Background: an optimization exercise with open tools, aiming at small area, a short achievable clock period and few clock cycles. Do not read the settings as production practice. Where RTL was checked, it was by simulation tests only, not by an equivalence proof against the original. The clock input has no modelled driver; a real chip could not lean on it and would need a root buffer or a full tree. No activity file was given, so power comes from the tool's default toggle rates.

## P
Design AEC, start of the top module:
module AEC(clk, rst, ascii_in, ready, valid, result);
input clk;
input rst;
input ready;
input [7:0] ascii_in;
output valid;
output [6:0] result;
reg valid_r;            
reg k_dig, k_pm, k_mul, k_lp, k_rp;    
reg [3:0] xv;           
wire active = k_dig | k_pm | k_mul | k_lp | k_rp;
wire inexpr = ready | active;
wire [7:0] a = ascii_in;
wire is_eq  = a[4] & a[3] & a[2];              
wire is_dig = a[6] | (a[4] & ~(a[3] & a[2]));  
wire is_op  = ~a[6] & ~a[4];                   
wire [2:0] a_inc = a[2:0] + 3'd1;
always @(posedge clk) begin
	if (rst) begin
		valid_r <= 1'b0;
		k_dig   <= 1'b0;
		k_pm    <= 1'b0;
		k_mul   <= 1'b0;
		k_lp    <= 1'b0;
		k_rp    <= 1'b0;
	end else begin
		valid_r <= inexpr & is_eq;
		k_dig   <= inexpr & is_dig;
		k_pm    <= inexpr & is_op & a[0] & (a[1] | a[2]);  
		k_mul   <= inexpr & is_op & ~a[0] & a[1];           
		k_lp    <= inexpr & is_op & ~a[0] & ~a[1];          
		k_rp    <= inexpr & is_op & a[0] & ~a[2] & ~a[1];   
	end
	xv <= a[6] ? {1'b1, a_inc} :
	      is_op ? {1'b0, a[2], 2'b00} :
	      a[3:0];
end
reg [6:0] A, B, K;
reg [13:0] E0;            
reg [6:0] E1;             
reg v0, v1;               
reg [6:0] T;              
reg tm;                   
reg [5:0] F;              
reg po;                   
wire pop = k_rp & F[0] & ~tm;      
wire tclose = k_rp & F[0] & tm;    
wire push = k_lp & po & ~v1;       
wire topen = k_lp & po & v1;       
wire [6:0] S_o = {7{pop}} & E0[13:7];
wire [6:0] r0 = {7{xv[0]}} & B;
wire [6:0] r1 = {7{xv[1]}} & {B[5:0], 1'b0};
  ...
For scale: about 350 cells after synthesis, roughly 69 flip-flops, about 19 I/O pins, roughly 3500 µm² of cells after synthesis.
==> module AEC, before the edit <==
module AEC(clk, rst, ascii_in, ready, valid, result);
input clk;
input rst;
input ready;
input [7:0] ascii_in;
output valid;
output [6:0] result;
reg valid_r;            
reg k_dig, k_pm, k_mul, k_lp, k_rp;    
reg [3:0] xv;           
wire active = k_dig | k_pm | k_mul | k_lp | k_rp;
wire inexpr = ready | active;
wire [7:0] a = ascii_in;
wire is_eq  = a[4] & a[3] & a[2];              
wire is_dig = a[6] | (a[4] & ~(a[3] & a[2]));  
wire is_op  = ~a[6] & ~a[4];                   
wire [2:0] a_inc = a[2:0] + 3'd1;
always @(posedge clk) begin
	if (rst) begin
		valid_r <= 1'b0;
		k_dig   <= 1'b0;
		k_pm    <= 1'b0;
		k_mul   <= 1'b0;
		k_lp    <= 1'b0;
		k_rp    <= 1'b0;
	end else begin
		valid_r <= inexpr & is_eq;
		k_dig   <= inexpr & is_dig;
		k_pm    <= inexpr & is_op & a[0] & (a[1] | a[2]);  
		k_mul   <= inexpr & is_op & ~a[0] & a[1];           
		k_lp    <= inexpr & is_op & ~a[0] & ~a[1];          
		k_rp    <= inexpr & is_op & a[0] & ~a[2] & ~a[1];   
	end
	xv <= a[6] ? {1'b1, a_inc} :
	      is_op ? {1'b0, a[2], 2'b00} :
	      a[3:0];
end
reg [6:0] A, B, K;
reg [13:0] E0;            
reg [6:0] E1;             
reg v0, v1;               
reg [6:0] T;              
reg tm;                   
reg [5:0] F;              
reg po;                   
wire pop = k_rp & F[0] & ~tm;      
wire tclose = k_rp & F[0] & tm;    
wire push = k_lp & po & ~v1;       
wire topen = k_lp & po & v1;       
wire [6:0] S_o = {7{pop}} & E0[13:7];
wire [6:0] r0 = {7{xv[0]}} & B;
wire [6:0] r1 = {7{xv[1]}} & {B[5:0], 1'b0};
wire [6:0] r2 = {7{xv[2]}} & {B[4:0], 2'b0};
wire [6:0] r3 = ({7{xv[3]}} & {B[3:0], 3'b0}) | S_o | ({7{k_mul}} & ~B);
wire [6:0] s1 = r0 ^ r1 ^ r2;
wire [6:0] c1 = (r0 & r1) | (r0 & r2) | (r1 & r2);
wire [6:0] t1 = {c1[5:0], 1'b0};
wire [6:0] s2 = s1 ^ t1 ^ r3;
wire [6:0] c2 = (s1 & t1) | (s1 & r3) | (t1 & r3);
wire [6:0] t2 = {c2[5:0], k_mul};
wire [6:0] s3 = s2 ^ t2 ^ A;
wire [6:0] c3 = (s2 & t2) | (s2 & A) | (t2 & A);
wire [6:0] P = s2 + t2;
wire [6:0] Q = s3 + {c3[5:0], 1'b0};
wire [6:0] negK = ~K + 7'd1;
wire a_q = active & ~push & ~k_pm;
wire b_a = k_rp & ~tclose;
wire b_h = k_mul | k_lp | tclose;
wire k_h = k_dig | k_pm | k_mul | (k_rp & ~F[0]);
always @(posedge clk) begin
	A <= ({7{a_q}} & Q) | ({7{k_pm}} & A);
	B <= ({7{k_dig}} & P) | ({7{k_pm & ~xv[2]}} & K) | ({7{k_pm & xv[2]}} & negK) |
	     ({7{b_a}} & A) | ({7{b_h}} & B) | {6'd0, ~active};
	K <= ({7{k_lp}} & B) | ({7{tclose}} & T) | ({7{pop}} & E0[6:0]) |
	     ({7{k_h}} & K) | {6'd0, ~active};
	po <= k_mul | k_pm;
	F <= ({6{active & ~k_lp & ~k_rp}} & F) | ({6{k_lp}} & {F[4:0], po}) |
	     ({6{k_rp}} & {1'b0, F[5:1]});
	v0 <= (active & ~push & ~pop & v0) | push | (pop & v1);
	v1 <= (active & ~push & ~pop & v1) | (push & v0);
	tm <= (active & ~tclose & tm) | topen;
	E0 <= ({14{push}} & {A, K}) | ({14{pop}} & {E1, 7'd1}) | ({14{~push & ~pop}} & E0);
	E1 <= ({7{push}} & E0[13:7]) | ({7{~push}} & E1);
	T  <= ({7{topen}} & K) | ({7{~topen}} & T);
end
assign valid  = valid_r;
assign result = A;
endmodule
clock: 14.0 ns
lec_check: 0
cap_margin: 20
core_margin: 2
core_utilization: 50
slew_margin: 20
standard.sh (not shown) runs the stock make flow with config.mk's settings and CLKGATE_MAP_FILE= SYNTH_SCRIPT=/design/flow/synth_recipe.tcl, a recipe that flattens the netlist after the stock synthesis.
==> flow/flow/run.sh <==
#!/bin/bash
# Runs the standard ORFS layout (standard.sh) with the extra make
# settings listed one per line in flow/make_args, and flow/pre_cts.tcl as
# the CTS step's PRE_CTS_TCL hook (it builds the clock tree itself).
# make's output goes to standard_flow.log; each ORFS step also writes its
# own log under orfs/logs/.
set -euo pipefail
mapfile -t extra < flow/make_args
bash standard.sh "${extra[@]}" "PRE_CTS_TCL=$PWD/flow/pre_cts.tcl" finish > standard_flow.log 2>&1
Other scripts of this flow, unchanged in this note and not shown: flow/flow/make_args, flow/flow/pre_cts.tcl
Testbench counts of P, summed over its fixed seeds: cycles 27,544.
Here is what was changed in the inputs of Q compared with P.
--- a/flow/design.v
+++ b/flow/design.v
@@ -64,24 +64,53 @@
 wire [6:0] Q = s3 + {c3[5:0], 1'b0};
 wire [6:0] negK = ~K + 7'd1;
 wire a_q = active & ~push & ~k_pm;
-wire b_a = k_rp & ~tclose;
-wire b_h = k_mul | k_lp | tclose;
-wire k_h = k_dig | k_pm | k_mul | (k_rp & ~F[0]);
 always @(posedge clk) begin
+	if (~active) begin
+		B  <= 7'd1;
+		K  <= 7'd1;
+		F  <= 6'd0;
+		v0 <= 1'b0;
+		v1 <= 1'b0;
+		tm <= 1'b0;
+	end else begin
+		if (k_dig)
+			B <= P;
+		else if (k_pm)
+			B <= xv[2] ? negK : K;
+		else if (k_rp & ~tclose)
+			B <= A;
+		if (k_lp)
+			K <= B;
+		else if (tclose)
+			K <= T;
+		else if (pop)
+			K <= E0[6:0];
+		if (k_lp)
+			F <= {F[4:0], po};
+		else if (k_rp)
+			F <= {1'b0, F[5:1]};
+		if (push) begin
+			v0 <= 1'b1;
+			v1 <= v0;
+		end else if (pop) begin
+			v0 <= v1;
+			v1 <= 1'b0;
+		end
+		if (topen)
+			tm <= 1'b1;
+		else if (tclose)
+			tm <= 1'b0;
+	end
 	A <= ({7{a_q}} & Q) | ({7{k_pm}} & A);
-	B <= ({7{k_dig}} & P) | ({7{k_pm & ~xv[2]}} & K) | ({7{k_pm & xv[2]}} & negK) |
-	     ({7{b_a}} & A) | ({7{b_h}} & B) | {6'd0, ~active};
-	K <= ({7{k_lp}} & B) | ({7{tclose}} & T) | ({7{pop}} & E0[6:0]) |
-	     ({7{k_h}} & K) | {6'd0, ~active};
 	po <= k_mul | k_pm;
-	F <= ({6{active & ~k_lp & ~k_rp}} & F) | ({6{k_lp}} & {F[4:0], po}) |
-	     ({6{k_rp}} & {1'b0, F[5:1]});
-	v0 <= (active & ~push & ~pop & v0) | push | (pop & v1);
-	v1 <= (active & ~push & ~pop & v1) | (push & v0);
-	tm <= (active & ~tclose & tm) | topen;
-	E0 <= ({14{push}} & {A, K}) | ({14{pop}} & {E1, 7'd1}) | ({14{~push & ~pop}} & E0);
-	E1 <= ({7{push}} & E0[13:7]) | ({7{~push}} & E1);
-	T  <= ({7{topen}} & K) | ({7{~topen}} & T);
+	if (push) begin
+		E0 <= {A, K};
+		E1 <= E0[13:7];
+	end else if (pop) begin
+		E0 <= {E1, 7'd1};
+	end
+	if (topen)
+		T <= K;
 end
 assign valid  = valid_r;
 assign result = A;
## What came out
Q against P; final standard cell area without fillers is up by a few percent. Combinational family with the most area after synthesis: simple AND/OR/NAND/NOR gates -> Q, compound AO/OA/AOI/OAI gates -> P. [compare] base=P new=Q: fraction of area in multi-input gates went up 0.45 points; number of flops mapped to enable cells by yosys shows an increase of 14; fraction of the core area covered by cells at the end of the flow went down 1.2 points; share of power burned in combinational logic went down by 3.8 points. Measured against Q, the net count after synthesis of P comes out at 0.904 times the reference value. P → Q: share of the final layout cell area in sequential cells now larger; tap cell count rose 3.1%; portion of the clock cycle consumed by the worst path in the final layout picked up an extra 0.68 points; via count higher; area added between synthesis and finish moved down.
Testbench counts of Q, summed over its fixed seeds: cycles 27,544.
In every run of this note, the design's own scripts or RTL, not TritonCTS, make the clock network.

AEC, a different RTL version from the one above (not shown whole).
Size in the first run: about 390 cells after synthesis, ~73 flip-flops, about 19 I/O pins.
==> module AEC, before the edit <==
module AEC(clk, rst, ascii_in, ready, valid, result);
input clk;
input rst;
input ready;
input [7:0] ascii_in;
output valid;
output [6:0] result;
reg valid_r;            
reg k_dig, k_pm, k_mul, k_lp, k_rp;    
reg [3:0] xv;           
wire active = k_dig | k_pm | k_mul | k_lp | k_rp;
wire inexpr = ready | active;
wire [7:0] a = ascii_in;
wire is_eq  = a[4] & a[3] & a[2];              
wire is_dig = a[6] | (a[4] & ~(a[3] & a[2]));  
wire is_op  = ~a[6] & ~a[4];                   
wire [2:0] a_inc = a[2:0] + 3'd1;
always @(posedge clk) begin
	if (rst) begin
		valid_r <= 1'b0;
		k_dig   <= 1'b0;
		k_pm    <= 1'b0;
		k_mul   <= 1'b0;
		k_lp    <= 1'b0;
		k_rp    <= 1'b0;
	end else begin
		valid_r <= inexpr & is_eq;
		k_dig   <= inexpr & is_dig;
		k_pm    <= inexpr & is_op & a[0] & (a[1] | a[2]);  
		k_mul   <= inexpr & is_op & ~a[0] & a[1];           
		k_lp    <= inexpr & is_op & ~a[0] & ~a[1];          
		k_rp    <= inexpr & is_op & a[0] & ~a[2] & ~a[1];   
	end
	xv <= a[6] ? {1'b1, a_inc} :
	      is_op ? {2'b00, a[1] & ~a[0]} | {1'b0, a[2], 2'b00} :
	      a[3:0];
end
reg [6:0] A, B, K;
reg [13:0] E0, E1;        
reg [6:0] E2;             
reg [5:0] F;              
reg po;                   
wire [6:0] S_o = {7{k_rp & F[0]}} & E0[13:7];
wire [6:0] r0 = ({7{xv[0]}} & B) ^ {7{k_mul}};
wire [6:0] r1 = {7{xv[1]}} & {B[5:0], 1'b0};
wire [6:0] r2 = {7{xv[2]}} & {B[4:0], 2'b0};
wire [6:0] r3 = ({7{xv[3]}} & {B[3:0], 3'b0}) | S_o;
wire [6:0] s1 = r0 ^ r1 ^ r2;
wire [6:0] c1 = (r0 & r1) | (r0 & r2) | (r1 & r2);
wire [6:0] t1 = {c1[5:0], 1'b0};
wire [6:0] s2 = s1 ^ t1 ^ r3;
wire [6:0] c2 = (s1 & t1) | (s1 & r3) | (t1 & r3);
wire [6:0] t2 = {c2[5:0], k_mul};
wire [6:0] s3 = s2 ^ t2 ^ A;
wire [6:0] c3 = (s2 & t2) | (s2 & A) | (t2 & A);
wire [6:0] P = s2 + t2;
wire [6:0] Q = s3 + {c3[5:0], 1'b0};
wire [6:0] K_o = F[0] ? E0[6:0] : K;
wire [6:0] negK = ~K + 7'd1;
always @(posedge clk) begin
	if (~active) begin
		A <= 7'd0;
		B <= 7'd1;
		K <= 7'd1;
		F <= 6'd0;
	end else begin
		if (k_dig) begin
			A <= Q;
			B <= P;
		end else if (k_mul) begin
			A <= Q;
		end else if (k_pm) begin
			B <= xv[2] ? negK : K;
		end else if (k_lp) begin
			A <= 7'd0;
			K <= B;
		end else if (k_rp) begin
			A <= Q;
			B <= A;
			K <= K_o;
		end
		if (k_lp)
			F <= {F[4:0], po};
		else if (k_rp)
			F <= {1'b0, F[5:1]};
	end
	po <= k_mul | k_pm;
	if (k_lp & po) begin
		E0 <= {A, K};
		E1 <= E0;
		E2 <= E1[13:7];
	end else if (k_rp & F[0]) begin
		E0 <= E1;
		E1 <= {E2, 7'd1};
	end
end
assign valid  = valid_r;
assign result = A;
endmodule
Settings: LEC_CHECK=0, CAP_MARGIN=20, CORE_MARGIN=2, CORE_UTILIZATION=50, SLEW_MARGIN=20; clock period 14.0 ns.
==> flow/flow/run.sh <==
#!/bin/bash
# Runs the standard ORFS layout (standard.sh) with the extra make
# settings listed one per line in flow/make_args.
set -euo pipefail
mapfile -t extra < flow/make_args
bash standard.sh "${extra[@]}" finish > standard_flow.log 2>&1
==> flow/flow/make_args <==
SETUP_SLACK_MARGIN=10.3
BUFFER_PORTS_ARGS=-buffer_cell sky130_fd_sc_hd__buf_1
CTS_ARGS=-sink_clustering_enable -repair_clock_nets -dont_use_dummy_load -buf_list sky130_fd_sc_hd__clkbuf_8
Next try:
--- a/flow/design.v
+++ b/flow/design.v
@@ -55,19 +55,23 @@
 wire [6:0] c3 = (s2 & t2) | (s2 & A) | (t2 & A);
 wire [6:0] P = s2 + t2;
 wire [6:0] Q = s3 + {c3[5:0], 1'b0};
 wire [6:0] K_o = F[0] ? E0[6:0] : K;
 wire [6:0] negK = ~K + 7'd1;
 always @(posedge clk) begin
-	if (~active) begin
-		A <= 7'd0;
-		B <= 7'd1;
-		K <= 7'd1;
-		F <= 6'd0;
+	if (rst) begin
+		A  <= 7'd0;
+		B  <= 7'd1;
+		K  <= 7'd1;
+		F  <= 6'd0;
 	end else begin
-		if (k_dig) begin
+		if (valid_r) begin
+			A <= 7'd0;
+			B <= 7'd1;
+			K <= 7'd1;
+		end else if (k_dig) begin
 			A <= Q;
 			B <= P;
 		end else if (k_mul) begin
 			A <= Q;
 		end else if (k_pm) begin
 			B <= xv[2] ? negK : K;
Cell area fell by 1.6%. Synthesized cell count rises by 1.8%. Core utilization decreases by 0.93 points. Synthesized area goes down by 0.37%. Combinational power came out lower by 37%.
Testbench counts after the change, summed over its fixed seeds: cycles 27,544.
Only the layout flow was run in the first run of this note; the RTL was not checked for function there.

re-timing with driven ports:
How much do the figures lean on ideal ports? The routed layouts below were timed once more, with nothing changed but the port constraints. Step 1 (the two cells are an assumption about what drives the block):
set clk [get_ports {clk}]
set_driving_cell -lib_cell sky130_fd_sc_hd__clkbuf_16 $clk
set_driving_cell -lib_cell sky130_fd_sc_hd__buf_2 [delete_from_list [all_inputs] $clk]
Step 2 adds t to the input delays and takes it off the output delays; t is the mean of the earliest and latest rising clock arrival at the registers after step 1. Input paths then give back, and output paths get back, about the clock's delay inside the block. a / b / c = ideal ports / drivers / drivers and shift; a / b = the first two.
run	t (ns)	slack for setup (ns)	cell pins on the clock port's net
P	0.217	10.450 / 10.441 / 10.407	4
Q	0.214	10.354 / 10.354 / 10.354	4
the first run of note 2	0.373	10.316 / 10.316 / 10.177	1
the second run of note 2	0.369	10.342 / 10.310 / 10.034	1
After both steps every run listed still meets setup and hold. For the second run of note 2, which loses most, drivers alone change the setup slack by -0.032 ns; drivers and shift together by -0.308 ns.
